Background: an optimization exercise with open tools, aiming at small area. Do not read the settings as production practice. Only simulation tests tie the RTL to the original design; equivalence was not proved. Power and IR drop assume default switching activity.

--- config.mk ---
export PLATFORM = sky130hd
export DESIGN_NAME = chasi
export DESIGN_NICKNAME = chasi
export VERILOG_FILES = /design/flow/design.v
export SDC_FILE = /design/flow/constraint.sdc
export NUM_CORES = 4
export LEC_CHECK = 0
export ABC_AREA = 1
export CAP_MARGIN = 20
export CORE_MARGIN = 2
export CORE_UTILIZATION = 40
export SLEW_MARGIN = 20
--- constraint.sdc ---
create_clock -name core_clock -period 10.0 [get_ports {clk}]
set_input_delay 2.0000 -clock core_clock [delete_from_list [all_inputs] [get_ports {clk}]]
set_output_delay 2.0000 -clock core_clock [all_outputs]
set_load 0.01 [all_outputs]
--- design.v ---
module hex2seven_seg(
    input [3:0] hex,
    input CE,
    output [6:0] seven_segment
);
wire [6:0] temp;
assign temp =   {7{hex == 0}} & ~7'b0111111 | 
                {7{hex == 1}} & ~7'b0000110 | 
                {7{hex == 2}} & ~7'b1011011 |
                {7{hex == 3}} & ~7'b1001111 |
                {7{hex == 4}} & ~7'b1100110 |
                {7{hex == 5}} & ~7'b1101101 |
                {7{hex == 6}} & ~7'b1111101 |
                {7{hex == 7}} & ~7'b0000111 |
                {7{hex == 8}} & ~7'b1111111 |
                {7{hex == 9}} & ~7'b1101111 |
                {7{hex == 4'ha}} & ~7'b1110111 |
                {7{hex == 4'hb}} & ~7'b1111100 |
                {7{hex == 4'hc}} & ~7'b0111001 |
                {7{hex == 4'hd}} & ~7'b1011110 |
                {7{hex == 4'he}} & ~7'b1111001 |
                {7{hex == 4'hf}} & ~7'b1110001;
assign seven_segment =  {7{CE == 0}} | temp; 
endmodule
module chasi(
    input clk,
    input reset,
    input w_button2, w_button3, w_button4,
    output [6:0] ss1, ss3, ss4, ss5, ss6, ss7, ss8
);
reg __button2, __button3, __button4;
reg _button2, _button3, _button4;
wire button2 = ~_button2 & __button2;
wire button3 = ~_button3 & __button3;
wire button4 = ~_button4 & __button4;
always @(posedge clk) begin
    __button2 <= reset & ~w_button2;
    _button2  <= reset & __button2;
    __button3 <= reset & ~w_button3;
    _button3  <= reset & __button3;
    __button4 <= reset & ~w_button4;
    _button4  <= reset & __button4;
end
reg [8:0] clock_counter;
wire tick = clock_counter == 9'd1;
always @(posedge clk)
    clock_counter <= (~reset | clock_counter == 9'd499) ? 9'd0 : clock_counter + 9'd1;
reg active;
reg [6:0] counter;
wire c99 = counter == 7'd99;
always @(posedge clk)
    counter <= (~reset | ~active) ? 7'd0 : tick ? (c99 ? 7'd0 : counter + 7'd1) : counter;
reg [5:0] blink_counter;
always @(posedge clk)
    blink_counter <= ~reset ? 6'd0 : tick ? (blink_counter == 6'd49 ? 6'd0 : blink_counter + 6'd1) : blink_counter;
wire ev = tick & (blink_counter == 6'd1);
reg [1:0] holdoff;
always @(posedge clk)
    holdoff <= (~reset | button4) ? 2'd0 : (ev & ~holdoff[1]) ? holdoff + 2'd1 : holdoff;
reg [1:0] change_counter;
always @(posedge clk) begin
    active <= ~reset ? 1'b1 : active ^ button2;
    change_counter <= ~reset ? 2'd0 : button3 ? (change_counter[1] ? 2'd0 : change_counter + 2'd1) : change_counter;
end
reg [2:0] blink;
wire tog = ev & holdoff[1];
wire force1 = ~reset | button4 | active;
always @(posedge clk) begin
    blink[0] <= force1 | change_counter != 2'd0 | (blink[0] ^ tog);
    blink[1] <= force1 | change_counter != 2'd1 | (blink[1] ^ tog);
    blink[2] <= force1 | change_counter != 2'd2 | (blink[2] ^ tog);
end
reg [3:0] s0, m0, h0;
reg [2:0] s1, m1;
reg [1:0] h1;
wire s59 = (s1 == 3'd5) & (s0 == 4'd9);
wire m59 = (m1 == 3'd5) & (m0 == 4'd9);
wire run_inc = tick & c99;
wire inc_s = active ? run_inc : (change_counter == 2'd0) & button4;
wire inc_m = active ? run_inc & s59 : (change_counter == 2'd1) & button4;
wire inc_h = active ? run_inc & s59 & m59 : (change_counter == 2'd2) & button4;
wire h23 = (h1 == 2'd2) & (h0 == 4'd3);
always @(posedge clk) begin
    s0 <= ~reset ? 4'd0 : inc_s ? (s0 == 4'd9 ? 4'd0 : s0 + 4'd1) : s0;
    s1 <= ~reset ? 3'd0 : inc_s & (s0 == 4'd9) ? (s1 == 3'd5 ? 3'd0 : s1 + 3'd1) : s1;
    m0 <= ~reset ? 4'd0 : inc_m ? (m0 == 4'd9 ? 4'd0 : m0 + 4'd1) : m0;
    m1 <= ~reset ? 3'd0 : inc_m & (m0 == 4'd9) ? (m1 == 3'd5 ? 3'd0 : m1 + 3'd1) : m1;
    h0 <= ~reset ? 4'd0 : inc_h ? ((h0 == 4'd9) | h23 ? 4'd0 : h0 + 4'd1) : h0;
    h1 <= ~reset ? 2'd0 : inc_h & ((h0 == 4'd9) | h23) ? (h23 ? 2'd0 : h1 + 2'd1) : h1;
end
hex2seven_seg inst1(.hex({2'b0, change_counter}), .CE(1'b1), .seven_segment(ss1));
hex2seven_seg inst3(.hex(s0), .CE(blink[0]), .seven_segment(ss3));
hex2seven_seg inst4(.hex({1'b0, s1}), .CE(blink[0]), .seven_segment(ss4));
hex2seven_seg inst5(.hex(m0), .CE(blink[1]), .seven_segment(ss5));
hex2seven_seg inst6(.hex({1'b0, m1}), .CE(blink[1]), .seven_segment(ss6));
hex2seven_seg inst7(.hex(h0), .CE(blink[2]), .seven_segment(ss7));
hex2seven_seg inst8(.hex({2'b0, h1}), .CE(blink[2]), .seven_segment(ss8));
endmodule
--- run.sh ---
#!/bin/bash
# synth_recipe.tcl (not shown) runs the flow's synth.tcl, then flattens the netlist and writes it again
# the make line also repeats each setting of config.mk as NAME=value (left out here)
make -C /OpenROAD-flow-scripts/flow DESIGN_CONFIG=/design/flow/config.mk WORK_HOME=/design/flow/orfs CLKGATE_MAP_FILE= SYNTH_SCRIPT=/design/flow/synth_recipe.tcl finish
==> reports/summary.txt <==
# IOs: 54
Worst EP arrival: 2050 ps
most frequent cells after synthesis: 91 x nand2_1, 82 x nor2_1, 72 x inv_1
top cell type's share of synthesized area: 32.2%
CTS Hold Bufs: 0
synthesized area: 3480 um2
Flop pwr share: 58.5%
worst slack at placement: 6280 ps
Yosys reg bits: 56
routability cong.: 0.824
clk root buf: clkbuf_8
share of synthesized registers carrying an async set or reset: 0%
largest net degree at the start of global routing: 28
crit-path max cell delay: 570 ps
Clk pwr share: 32.9%
first-pass GRT wire length: 13100 um
reg2reg setup slack: 8110 ps
post-route ant nets: 0
RSZ-0062 raised after global routing: no
Cells after DPL: 668
largest cells by area after synthesis: dfxtp_1 32%, nand2_1 9.8%, nor2_1 8.8%
chip width: 97.3 um
Via Count: 3320
YS warnings: 1
setup ws final: 5950 ps
CTS tree: built
Critical Path Start Type: flip-flop
Tightest Hold Check Type: flip-flop to flip-flop
post-CTS sizing: 0
Cell Int Power: 0.293 mW
Final nets: 586
crit-path max FO: 6
Peak VDD IR: 0.0000514 V
Slew Limit Fails: 0
sw frac: 26.3%
Via density: 4.91
Comb pwr share: 8.6%
number of global-route vias before repair: 2993
Core Area: 8590 um2
worst skew pair latency: 320 ps
most used cell along the critical path: inv_1
Power, Total: 0.397 mW
Clk pin slew, worst setup/hold paths: 100 ps
Routed WL: 7520 um
Setup CP Type: flip-flop to output pin
die height: 97.3 um
crit end category: output pin
DP HPWL: 5880 um
Finished Core Util: 48.6%
Detailed Route Iter0 Violations: 102
GRT overflow: 0
period utilization: 40.5%
Avg Cell Area, Syn: 6.72 um2
Num Clock Sinks: 56
Setup Buffers After CTS: 0
port bufs: 52
post-route insts no fill: 676
fmax: 247 MHz
ys flop type: dfxtp_1
worst-margin pin slew: 655 ps
GRT Total Usage: 16.2%
Pleak: 1.93 nW
die footprint: 9470 um2
n_diodes: 0
initial antenna violation count: 0
row count: 34
post-synthesis cell count: 518
CTS Buf Count: 5
Mapped Nets: 537
largest area contributor in the netlist: dfxtp_1
# H-tree levels: 2
critical path, cell by cell: inv_1 > ha_1 > inv_1 > o21ai_0 > inv_1 > o2111ai_1 > clkdlybuf4s50_1
Worst Clk Skew: 13.9 ps
# fillers: 892
slowest CP cell: clkdlybuf4s50_1
status: no timing/DRC/antenna violations
Max clock buf depth: 2
Max transition margin: 56.0%
Synth cell types: 42
Layout area overhead: 20.0%
1st-pass router iterations: 4
P per Cell Area: 95.0 nW/um2
Setup TNS Final: 0 ps
Critical Path RT: 8000 ps
fraction of layout cells with a size suffix above 1: 8.10%
Psw: 0.104 mW
most common cell in the synthesized netlist: nand2_1
final setup fails: 0
final hold violation count: 0
DRC Markers: 0
Initial Utilization: 40.5%
max cap viols: 0
post-layout minimum cycle time: 4050 ps
sequential area share after synthesis: 32.2%
Post-synth EDFFs: 0
drt wl/cell: 11.1 um
## power groups by stage
stage | Clock [mW] | Combinational (mW) | Sequential (mW)
2_1_floorplan | 0 | 0.0237 | 0.236
3_3_place_gp | 0 | 0.0338 | 0.237
3_5_place_dp | 0 | 0.0343 | 0.237
4_1_cts | 0.138 | 0.0345 | 0.232
5_1_grt | 0.144 | 0.0383 | 0.233
6_report | 0.131 | 0.0340 | 0.232
## critical path: cells and delay by family, from the launching register on
family | cells | cell delay (ps)
buffers and inverters | 4 | 850
DFF | 1 | 380
AOI/OAI and AO/OA | 2 | 340
adders and majority gates | 1 | 190
## through the flow
stage / instance area [um2] / hold WS, ps
final: 4180 / 435
after global routing: 4180 / 453
after CTS: 4180 / 443
after detailed placement: 4090 / 426
after global placement: 4090 / 413
after floorplan: 3480 / 407
## metal layers
metal	share of wire, %	up-vias	GRT usage [%]	wire length (um)
li1	-	1769	-	-
met5	0	-	0	0
met2	45	69	27.9	3370
met4	1.0	0	4.17	78
met1	49	1475	21.0	3710
met3	4.8	7	3.02	359
## placed cells by master, fill, tap and decap left out, types with 10 or more instances in the layout
master,count
a21oi_1,45
clkdlybuf4s50_1,52
dfxtp_1,56
ha_1,14
inv_1,72
inv_2,10
nand2_1,91
nand3_1,40
nor2_1,82
o21ai_0,21
## layout make-up
cell class	count	area, um2	area share [%]
multi-input cells	367	1980	47.5
flip-flops and latches	56	1120	26.8
repair buffers	53	528	12.6
inverters	84	317	7.57
well taps	108	135	3.23
clock buffers	5	68.8	1.65
clock inverters	3	25.0	0.599
## registers in the layout, indices dropped and copies added, names as in the netlist, 2 cells and up
signal and count:
blink 3, blink_counter 6, change_counter 2, clock_counter 9
counter 7, h0 4, h1 2, holdoff 2
m0 4, m1 3, s0 4, s1 3
## logic make-up after synthesis
group | synth area share [%]
AND/OR/NAND/NOR | 36.3
buffers and inverters | 10.8
AO/OA/AOI/OAI | 14.3
flip-flops | 32.2
adder cells (fa/ha/maj) | 5.03
XOR/XNOR | 1.26
other | 0.108
## path summary, 6_finish.rpt
| check | startpoint | endpoint | cells past startpoint |
|---|---|---|---|
| setup reg to reg | clock_counter[0] | blink[1] | 9 |
| hold / removal | __button3 | _button3 | 2 |
| setup / recovery | h0[0] | ss7[4] | 7 |
| hold reg to reg | __button3 | _button3 | 2 |

afterwards: timing with drivers on the ports:
How much do the figures lean on ideal ports? The routed layout below was timed once more, with nothing changed but the port constraints.
Step 1: set_driving_cell puts a clkbuf_16 on clk and a buf_2 on each other input, an assumption about the parent block.
Step 2 also shifts input and output timing later by t, the mid clock arrival at the registers, as if the neighbouring blocks saw the same clock.
Three values: ideal ports, drivers, drivers and shift; two values: the first two.
t (ns): 0.343
slack for setup (ns): 5.946 / 5.918 / 6.260
hold slack, ns: 0.435 / 0.435 / 0.435
clock arrival spread, ns: 0.014 / 0.015
cell pins on the clock port's net: 1
After both steps this run still meets setup and hold. For this run, drivers alone change the setup slack by -0.028 ns; drivers and shift together by +0.314 ns.
